From an optimization exercise on the open Yosys and OpenROAD flow, aimed at small area, a short achievable clock period and few clock cycles; shortcuts taken in it are not production practice.
Function was checked by simulation only, so behaviour that the tests miss may differ from the original.

==> flow/design.v, too long to show whole: its modules and the start of the top module <==
// module mem: 32 lines
// module dot8: 3931 lines
// module fa: 10 lines
// module accum: 145 lines
// module sreg: 8 lines
// module ctrl: 127 lines
// module mvm: 130 lines
// module mvm_top: 37 lines
module mvm_top (
    input  clk,
    input  rst,
    input  [63:0] i_vec_wdata,
    input  [2:0]  i_vec_waddr,
    input  i_vec_wen,
    input  [63:0] i_mat_wdata,
    input  [3:0]  i_mat_waddr,
    input  [1:0]  i_mat_wen,
    input  i_start,
    input  [2:0]  i_vec_start_addr,
    input  [3:0]  i_vec_num_words,
    input  [3:0]  i_mat_start_addr,
    input  [4:0]  i_mat_num_rows_per_olane,
    output o_busy,
    output [63:0] o_result,
    output o_valid
);
  // ...
==> flow/run.sh <==
#!/bin/bash
# synth_recipe.tcl (not shown) runs the flow's synth.tcl, then flattens the netlist and writes it again
# the make line also repeats each setting of config.mk as NAME=value (left out here)
make -C /OpenROAD-flow-scripts/flow DESIGN_CONFIG=/design/flow/config.mk WORK_HOME=/design/flow/orfs CLKGATE_MAP_FILE= SYNTH_SCRIPT=/design/flow/synth_recipe.tcl finish
==> flow/config.mk <==
export PLATFORM = sky130hd
export DESIGN_NAME = mvm_top
export DESIGN_NICKNAME = mvm_top
export VERILOG_FILES = /design/flow/design.v
export SDC_FILE = /design/flow/constraint.sdc
export NUM_CORES = 4
export LEC_CHECK = 0
export CAP_MARGIN = 20
export CORE_MARGIN = 2
export CORE_UTILIZATION = 40
export CTS_CLUSTER_DIAMETER = 100
export CTS_CLUSTER_SIZE = 24
export PLACE_DENSITY = 0.75
export SETUP_SLACK_MARGIN = 2.9
export SLEW_MARGIN = 20
export SYNTH_HIERARCHICAL = 1
export SYNTH_MINIMUM_KEEP_SIZE = 0
==> flow/constraint.sdc <==
create_clock -name core_clock -period 5.3 [get_ports {clk}]
set_input_delay 1.0600 -clock core_clock [delete_from_list [all_inputs] [get_ports {clk}]]
set_output_delay 1.0600 -clock core_clock [all_outputs]
set_load 0.01 [all_outputs]
==> results.ini, run 1 <==
[status]
status=complete, no violations

[drt]
drtIter0Drc=15800
drc=0
first_pass_iters=7
wirelength_met1_microns=223000
wirelength_microns=631000

[global_route]
grt_util_met1=0.331
grt_max_degree=104
met3_usage=0.105
grt_pass1_vias=105000
grt_usage=0.258

[cells_and_area]
multi_input_area_sq_mm=0.0691
final_common_cell=edfxtp_1
inverters=109
drive_gt1_frac=0.153

[setup_path]
cp_slowest_cell=fa_2
worstSetupEndpointType=flop
critPathTopFamily=adder cells

[worst_hold_path]
min_from=u_mvm.lane[0].dot_unit.rb_c11_9

[timing]
final.setup_skew_ps=120
setup_viol=0

[floorplan]
rows=250
die_w_microns=687

[place]
post-place-ws_ps=2320

Testbench counts, summed over its fixed seeds: cycles 13,267.
==> run 2: changes to the inputs <==
--- a/flow/config.mk
+++ b/flow/config.mk
@@ -10,7 +10,6 @@
 export CORE_UTILIZATION = 40
 export CTS_CLUSTER_DIAMETER = 100
 export CTS_CLUSTER_SIZE = 24
-export PLACE_DENSITY = 0.75
 export SETUP_SLACK_MARGIN = 2.9
 export SLEW_MARGIN = 20
 export SYNTH_HIERARCHICAL = 1
==> results.ini, run 2 <==
[status]
status=complete, no violations  ; unchanged

[cells_and_area]
most-common-layout-cells=edfxtp_1, fa_1, nand2_1  ; unchanged
layout.nets=14200  ; about the same
drive_gt1_frac=0.150  ; was 0.153
area_growth_pct=9.81  ; was 10.0%
postLayoutCoreUtil=0.442  ; was 0.443
largestRegisters=u_mvm.lane.mat_memory.bank0 x1024, u_mvm.lane.mat_memory.bank1 x1024  ; unchanged
final_common_cell=edfxtp_1  ; unchanged

[setup_path]
r2r-end=u_mvm.lane[1].dot_unit.wm1[61]  ; was u_mvm.lane[0].dot_unit.ra_c3_9
critical_path_depth=3  ; was 5
critPathMaxStageDelay_ps=880  ; was 780 ps
cp.arrival_ps=3030  ; was 3490 ps
rr_startpoint=u_mvm.controller.msel1[6]  ; was u_mvm.lane[0].dot_unit.wv0[3]
r2r_slack_ps=2730  ; was 2720 ps
required_ps=5760  ; was 6210 ps
critical_path.startpoint=u_mvm.controller.msel1[6]  ; was u_mvm.lane[0].dot_unit.wv0[3]
critPathTopFamily=simple AND/OR/NAND/NOR gates  ; was adder cells
worstSetupEndpointType=flop  ; unchanged
crit_fanout=45  ; was 6
cp_num_buf_inv=1  ; unchanged
worstSetupPathType=reg2reg  ; unchanged
critPathCapture=u_mvm.lane[1].dot_unit.wm1[61]  ; was u_mvm.lane[0].dot_unit.ra_c3_9
cp_slowest_cell=nand4_1  ; was fa_2
path_cells=buf_6 -> a22oi_1 -> nand4_1  ; was buf_12 -> nand2_4 -> fa_2 -> fa_1 -> fa_2
ff2ff_path_depth=3  ; was 5
start_kind=flop  ; unchanged

[timing]
rsz0062_at_grt=true  ; unchanged
fin_crit_sh=0.485  ; was 0.488
min_period_ps=2570  ; was 2580 ps
fin_tns_setup_ps=0  ; unchanged
relSlewSlack=0.196  ; was 0.137
fmax_mhz=389  ; was 387 MHz
final.setup_skew_ps=99.7  ; was 120 ps
worst_pin_slew_ps=1200  ; was 1290 ps
hold_viol_final=0  ; unchanged
setup_viol=0  ; unchanged
slew_violations=0  ; unchanged

[yosys]
synth_fp_nets=13900  ; unchanged
avgSynthCellArea_sq_um=16.0  ; unchanged
synth_area_sq_mm=0.187  ; unchanged
yosysWarningCount=17  ; unchanged
syn_inst=11700  ; unchanged

[place]
dp.final_hpwl_microns=463000  ; was 457,000 microns
portBuffers=222  ; unchanged
gp_congestion=1.04  ; was 1.09

[clock_network]
root_buffer=clkbuf_16  ; unchanged
tritoncts=done  ; unchanged
htreeDepth=4  ; unchanged
cts.sinks=4390  ; unchanged
cts_buffers=221  ; was 218
cts.clk_slew.worst_paths_ps=100  ; about the same
clk-insertion-delay-late_ps=1030  ; was 1060 ps
ctsHoldBuffers=0  ; unchanged
clockBufferDepth=4  ; unchanged

[floorplan]
fp.dieH_microns=687  ; unchanged
start_util=0.402  ; unchanged
core-area_sq_mm=0.464  ; unchanged
rows=250  ; unchanged
pin_count=223  ; unchanged
design.die.area_sq_mm=0.472  ; unchanged
die_w_microns=687  ; unchanged

[global_route]
grt_pass1_wl_microns=852000  ; was 845,000 microns
grt_pass1_vias=104000  ; was 105,000
antenna_found_initial=105  ; was 115
grt_max_degree=85  ; was 104
gr-total-overflow=0  ; unchanged
grt_usage=0.263  ; was 0.258

[worst_hold_path]
hold_path.class=reg2reg  ; unchanged

[drt]
vias=105000  ; was 106,000
wirelength_microns=640000  ; was 631,000 microns
first_pass_iters=6  ; was 7
detail_route.wl_per_cell_microns=34.9  ; was 34.5 microns
drc=0  ; unchanged
ant_nets=0  ; unchanged
vias_per_cell=5.73  ; was 5.82
drtIter0Drc=13800  ; was 15,800

[job]
drv_cap=0  ; unchanged

-- run 2: metrics by stage --
stage	instance area [sq um]	std cells	hold slack (ps)	setup WS [ps]
after floorplan	187000	11700	310	2960
after global routing	205000	18200	333	2700
after detailed placement	194000	17700	312	2000
after global placement	194000	17700	312	1970
after CTS	203000	18200	320	2680
final	205000	18300	330	2730
-- run 2: layout make-up --
cell class,count,area (sq um)
fill,40900,259000
sequential,4390,115000
multi-input combinational,6633,68900
tap,6174,7720
clock buffer,347,6170
timing repair buffer,517,5340
clock inverter,44,743
inverter,109,409
antenna,104,260
-- run 2: routing by layer --
layer / share of wire / track usage / vias up
li1: - / - / 41400
met1: 0.39 / 0.356 / 55900
met2: 0.43 / 0.387 / 6336
met3: 0.12 / 0.0790 / 1257
met4: 0.059 / 0.126 / 50
met5: 0.00051 / 0 / -
-- run 2: worst min path at each step --
stage | from | end | slack [ps] | depth (start not counted)
6_report | u_mvm.lane[0].dot_unit.rb_c13_7 | u_mvm.lane[0].dot_unit.rc_c13_3 | 330 | 0
5_1_grt | u_mvm.lane[0].dot_unit.rb_c1_0 | u_mvm.lane[0].dot_unit.rc_c1_0 | 330 | 0
4_1_cts | u_mvm.lane[0].dot_unit.ra_c8_34 | u_mvm.lane[0].dot_unit.rb_c8_9 | 320 | 0
3_5_place_dp | u_mvm.lane[0].dot_unit.ra_c0_1 | u_mvm.lane[0].dot_unit.rb_c0_1 | 310 | 0
3_3_place_gp | u_mvm.lane[1].dot_unit.ra_c3_12 | u_mvm.lane[1].dot_unit.rb_c3_2 | 310 | 0
2_1_floorplan | u_mvm.controller.g_first | u_mvm.first_d[0] | 310 | 0
-- run 2: timing repair --
item	CTS	global route
resized for setup	1299	386
setup endpoints to repair	959	345
setup buffers	36	42
pin swaps	80	263
cloned	8	12
-- run 2: worst reg2reg max path: stages, from the launching register on --
cell and delay (ps):
edfxtp_1 490, buf_6 270, a22oi_1 370, nand4_1 880
==> run 3: changes to the inputs <==
--- a/flow/config.mk
+++ b/flow/config.mk
@@ -10,7 +10,7 @@
 export CORE_UTILIZATION = 40
 export CTS_CLUSTER_DIAMETER = 100
 export CTS_CLUSTER_SIZE = 24
-export SETUP_SLACK_MARGIN = 2.9
+export SETUP_SLACK_MARGIN = 3.0
 export SLEW_MARGIN = 20
 export SYNTH_HIERARCHICAL = 1
 export SYNTH_MINIMUM_KEEP_SIZE = 0
==> results.ini, run 3 <==
[timing]
hold_viol_final=0  ; unchanged
rsz0062_at_grt=true  ; unchanged
min_period_ps=2570  ; about the same
worst_pin_slew_ps=1150  ; was 1200 ps
relSlewSlack=0.232  ; was 0.196
final.setup_skew_ps=109  ; was 99.7 ps
slew_violations=0  ; unchanged
fmax_mhz=388  ; was 389 MHz
fin_tns_setup_ps=0  ; unchanged
fin_crit_sh=0.486  ; was 0.485
setup_viol=0  ; unchanged

[cells_and_area]
fillCellCount=40800  ; was 40,900
layout.nets=14200  ; about the same
largestRegisters=u_mvm.lane.mat_memory.bank0 x1024, u_mvm.lane.mat_memory.bank1 x1024  ; unchanged
final_common_cell=edfxtp_1  ; unchanged
area_growth_pct=11.1  ; was 9.81%
most-common-layout-cells=edfxtp_1, nand2_1, fa_1  ; was edfxtp_1, fa_1, nand2_1
drive_gt1_frac=0.194  ; was 0.150
final_cell_area_sq_mm=0.207  ; was 0.205 sq mm

[setup_path]
required_ps=6160  ; was 5760 ps
worstSetupPathType=reg2reg  ; unchanged
cp.arrival_ps=3430  ; was 3030 ps
crit_fanout=8  ; was 45
start_kind=flop  ; unchanged
worstSetupEndpointType=flop  ; unchanged

[place]
portBuffers=222  ; unchanged
place_area_sq_mm=0.194  ; about the same
gp_congestion=1.04  ; about the same
dp.final_hpwl_microns=462000  ; was 463,000 microns

[drt]
ant_nets=0  ; unchanged
first_pass_iters=6  ; unchanged
vias_per_cell=5.73  ; about the same
drc=0  ; unchanged
drtIter0Drc=14000  ; was 13,800
wirelength_microns=636000  ; was 640,000 microns
detail_route.wl_per_cell_microns=34.6  ; was 34.9 microns
vias=105000  ; about the same

[yosys]
avgSynthCellArea_sq_um=16.0  ; unchanged
yosysWarningCount=17  ; unchanged
syn_inst=11700  ; unchanged
synth_fp_nets=13900  ; unchanged
synth_area_sq_mm=0.187  ; unchanged

[floorplan]
core-area_sq_mm=0.464  ; unchanged
start_util=0.402  ; unchanged
die_w_microns=687  ; unchanged
rows=250  ; unchanged
design.die.area_sq_mm=0.472  ; unchanged
pin_count=223  ; unchanged
fp.dieH_microns=687  ; unchanged

[status]
status=complete, no violations  ; unchanged

[global_route]
grt_max_degree=97  ; was 85
grt_pass1_wl_microns=854000  ; was 852,000 microns
antenna_found_initial=121  ; was 105
grt_pass1_vias=104000  ; about the same
grt_usage=0.263  ; about the same
gr-total-overflow=0  ; unchanged

[clock_network]
clk-insertion-delay-late_ps=1020  ; was 1030 ps
tritoncts=done  ; unchanged
clockBufferDepth=4  ; unchanged
cts.sinks=4390  ; unchanged
root_buffer=clkbuf_16  ; unchanged
cts.clk_slew.worst_paths_ps=100  ; about the same
cts_buffers=220  ; was 221
htreeDepth=4  ; unchanged

[worst_hold_path]
hold_path.class=reg2reg  ; unchanged

[job]
drv_cap=0  ; unchanged

[run 3: area by class of cell]
cell class / count / area (sq um) / area share
diodes: 108 / 270 / 0.00130
clock buffers: 338 / 6030 / 0.0291
clock inverters: 45 / 719 / 0.00347
inverters: 109 / 409 / 0.00197
multi-input cells: 6633 / 70300 / 0.339
flip-flops and latches: 4390 / 116000 / 0.559
well taps: 6174 / 7720 / 0.0372
repair buffers: 586 / 6090 / 0.0293
[run 3: critical path: stages, from the launching register on]
cell     delay, ps
dfxtp_4        480
and2_1         180
fa_2           450
fa_2           800
fa_2           510
[run 3: worst paths after layout]
check,start,end,slack (ps),depth (start not counted)
setup / recovery,u_mvm.lane[1].dot_unit.wv0[1],u_mvm.lane[1].dot_unit.ra_c8_29,2730,4
hold / removal,u_mvm.first_d[0],u_mvm.first_d[1],300,0
setup reg to reg,u_mvm.lane[1].dot_unit.wv0[1],u_mvm.lane[1].dot_unit.ra_c8_29,2730,4
hold reg to reg,u_mvm.first_d[0],u_mvm.first_d[1],300,0
[run 3: per-stage QoR]
step	utilization	cells	worst slack [ps]	hold WS (ps)
final	0.447	18400	2730	300
after global routing	0.446	18300	2730	311
after CTS	0.441	18200	2680	308
after detailed placement	0.417	17700	2070	312
after global placement	0.417	17700	2050	312
after floorplan	-	11700	3020	310
[run 3: metal layers]
layer	track usage	part of all wire	up-vias
met5	0	0.00056	-
met4	0.126	0.057	48
met3	0.0816	0.12	1267
met2	0.384	0.43	6502
met1	0.356	0.39	55900
li1	-	-	41600
[run 3: timing repair]
| item | CTS | global route |
|---|---|---|
| pin swaps | 397 | 427 |
| endpoints found under the setup margin | 1082 | 437 |
| gates resized for setup | 1852 | 576 |
| gates cloned | 9 | 9 |
| buffers inserted | 95 | 55 |
| hold buffers | 0 | 0 |
==> run 4: changes to the inputs <==
==> flow/config.mk (replaced) <==
export PLATFORM = sky130hd
export DESIGN_NAME = mvm_top
export DESIGN_NICKNAME = mvm_top
export VERILOG_FILES = /design/flow/design.v
export SDC_FILE = /design/flow/constraint.sdc
export NUM_CORES = 4
export LEC_CHECK = 0
export CAP_MARGIN = 0
export CORE_MARGIN = 2
export CORE_UTILIZATION = 40
export CTS_CLUSTER_DIAMETER = 100
export CTS_CLUSTER_SIZE = 24
export SETUP_SLACK_MARGIN = 2.9
export SLEW_MARGIN = 0
export SYNTH_HIERARCHICAL = 1
export SYNTH_MINIMUM_KEEP_SIZE = 0
==> results.ini, run 4 <==
[timing]
setup_viol=0  ; unchanged
fmax_mhz=376  ; was 388 MHz
final.setup_skew_ps=92.1  ; was 109 ps
rsz0062_at_grt=true  ; unchanged
fin_tns_setup_ps=0  ; unchanged
slew_violations=0  ; unchanged
fin_crit_sh=0.502  ; was 0.486
worst_pin_slew_ps=1390  ; was 1150 ps
hold_viol_final=0  ; unchanged
relSlewSlack=0.0727  ; was 0.232
whs_ps=333  ; was 300 ps
min_period_ps=2660  ; was 2570 ps

[global_route]
met3_usage=0.0768  ; was 0.0816
grt_util_met1=0.359  ; was 0.356
use_met2=0.387  ; was 0.384
grt_pass1_wl_microns=853000  ; was 854,000 microns
grt_pass1_vias=104000  ; about the same
grt_max_degree=85  ; was 97
gr-total-overflow=0  ; unchanged
antenna_found_initial=105  ; was 121
grt_usage=0.263  ; about the same
grt-busiest-layer=met2  ; unchanged

[place]
portBuffers=222  ; unchanged
dp.final_hpwl_microns=463000  ; was 462,000 microns
dp.cells=17700  ; about the same
place_area_sq_mm=0.194  ; about the same
gp_congestion=1.04  ; about the same

[cells_and_area]
area_growth_pct=9.50  ; was 11.1%
most-common-layout-cells=edfxtp_1, fa_1, nand2_1  ; was edfxtp_1, nand2_1, fa_1
postLayoutCoreUtil=0.440  ; was 0.447
fin_cells=18300  ; was 18,400
final_common_cell=edfxtp_1  ; unchanged
layout.nets=14200  ; about the same
largestRegisters=u_mvm.lane.mat_memory.bank0 x1024, u_mvm.lane.mat_memory.bank1 x1024  ; unchanged
drive_gt1_frac=0.142  ; was 0.194
final_cell_area_sq_mm=0.204  ; was 0.207 sq mm

[clock_network]
clk-insertion-delay-late_ps=1020  ; about the same
cts.clk_slew.worst_paths_ps=100  ; about the same
root_buffer=clkbuf_16  ; unchanged
htreeDepth=4  ; unchanged
clockBufferDepth=4  ; unchanged
cts_buffers=221  ; was 220
tritoncts=done  ; unchanged
cts.sinks=4390  ; unchanged

[setup_path]
start_kind=flop  ; unchanged
cp.arrival_ps=3120  ; was 3430 ps
critPathTopFamily=simple AND/OR/NAND/NOR gates  ; was adder cells
critPathCapture=u_mvm.lane[1].dot_unit.wm1[26]  ; was u_mvm.lane[1].dot_unit.ra_c8_29
cp_num_buf_inv=2  ; was 0
ff2ff_path_depth=4  ; unchanged
critical_path_depth=4  ; unchanged
critical_path.startpoint=u_mvm.controller.msel1[2]  ; was u_mvm.lane[1].dot_unit.wv0[1]
critPathMaxStageDelay_ps=970  ; was 800 ps
required_ps=5760  ; was 6160 ps
worstSetupEndpointType=flop  ; unchanged
crit_fanout=17  ; was 8
cp_slowest_cell=nand4_1  ; was fa_2
r2r_slack_ps=2640  ; was 2730 ps
path_cells=buf_6 -> buf_16 -> a22oi_1 -> nand4_1  ; was and2_1 -> fa_2 -> fa_2 -> fa_2
rr_startpoint=u_mvm.controller.msel1[2]  ; was u_mvm.lane[1].dot_unit.wv0[1]
r2r-end=u_mvm.lane[1].dot_unit.wm1[26]  ; was u_mvm.lane[1].dot_unit.ra_c8_29
worstSetupPathType=reg2reg  ; unchanged

[floorplan]
core-area_sq_mm=0.464  ; unchanged
design.die.area_sq_mm=0.472  ; unchanged
die_w_microns=687  ; unchanged
start_util=0.402  ; unchanged
rows=250  ; unchanged
pin_count=223  ; unchanged
fp.dieH_microns=687  ; unchanged

[yosys]
synth_fp_nets=13900  ; unchanged
avgSynthCellArea_sq_um=16.0  ; unchanged
yosysWarningCount=17  ; unchanged
synth_area_sq_mm=0.187  ; unchanged
syn_inst=11700  ; unchanged

[drt]
drc=0  ; unchanged
first_pass_iters=6  ; unchanged
vias=105000  ; about the same
detail_route.wl_per_cell_microns=34.7  ; was 34.6 microns
vias_per_cell=5.75  ; was 5.73
drtIter0Drc=14100  ; was 14,000
ant_nets=0  ; unchanged
wirelength_microns=635000  ; was 636,000 microns

[status]
status=complete, no violations  ; unchanged

[worst_hold_path]
hold_path.class=reg2reg  ; unchanged

[job]
drv_cap=0  ; unchanged

-- run 4: how the worst min path moves through the flow --
stage,to,startpoint,depth (start not counted)
2_1_floorplan,u_mvm.first_d[0],u_mvm.controller.g_first,0
3_5_place_dp,u_mvm.lane[1].dot_unit.rc_c11_4,u_mvm.lane[1].dot_unit.rb_c11_9,0
3_3_place_gp,u_mvm.lane[1].dot_unit.rb_c3_2,u_mvm.lane[1].dot_unit.ra_c3_12,0
5_1_grt,u_mvm.lane[0].dot_unit.rc_c1_0,u_mvm.lane[0].dot_unit.rb_c1_0,0
6_report,u_mvm.last_d[4],u_mvm.last_d[3],0
4_1_cts,u_mvm.lane[0].dot_unit.rc_c1_0,u_mvm.lane[0].dot_unit.rb_c1_0,0
-- run 4: area by class of cell --
cell class	count	area, sq um
multi-input combinational	6633	68700
clock buffer	334	6040
clock inverter	48	704
sequential	4390	115000
tap	6174	7720
inverter	109	409
timing repair buffer	510	5200
fill	41000	260000
antenna	94	235
-- run 4: per-stage QoR --
stage / setup slack [ps]
after floorplan: 2960
after global placement: 1970
after detailed placement: 1980
after CTS: 2680
after global routing: 2710
final: 2640
-- run 4: metal layers --
| layer | part of all wire | up-vias |
|---|---|---|
| met2 | 0.43 | 6357 |
| met4 | 0.058 | 46 |
| met5 | 0.00048 | - |
| li1 | - | 41400 |
| met1 | 0.39 | 56100 |
| met3 | 0.12 | 1279 |
-- run 4: what timing repair did --
item | 4_1_cts | 5_1_grt
cloned | 7 | 7
setup endpoints to repair | 987 | 315
hold buffers | 0 | 0
pin swaps | 67 | 171
gates resized for setup | 1279 | 333
buffers inserted | 35 | 47

## re-timing with driven ports
How much do the figures lean on ideal ports? The routed layouts below were timed once more, with nothing changed but the port constraints. Step 1 sets driving cells, clkbuf_16 on the clock port and buf_2 on the other inputs (assumed; they add their load-dependent delay and slew). Step 2 also shifts input and output timing later by t, the mid clock arrival at the registers, as if the neighbouring blocks saw the same clock. a / b / c = ideal / step 1 / step 2; a / b = the first two.
| run | shift t [ns] | setup WS [ns] | hold WS [ns] | worst setup path after step 2 | cell pins on the clock port's net |
|---|---|---|---|---|---|
| run 1 | 1.107 | 2.715 / 2.628 / 2.458 | 0.328 / 0.328 / 0.328 | input to register | 1 |
| run 2 | 1.110 | 2.729 / 2.629 / 2.069 | 0.330 / 0.330 / 0.330 | input to register | 1 |
| run 3 | 1.099 | 2.726 / 2.627 / 2.134 | 0.300 / 0.300 / 0.300 | input to register | 1 |
| run 4 | 1.091 | 2.642 / 2.638 / 2.094 | 0.333 / 0.333 / 0.333 | input to register | 1 |
After both steps every run listed still meets setup and hold. For run 2, which loses most, drivers alone change the setup slack by -0.100 ns; drivers and shift together by -0.660 ns.
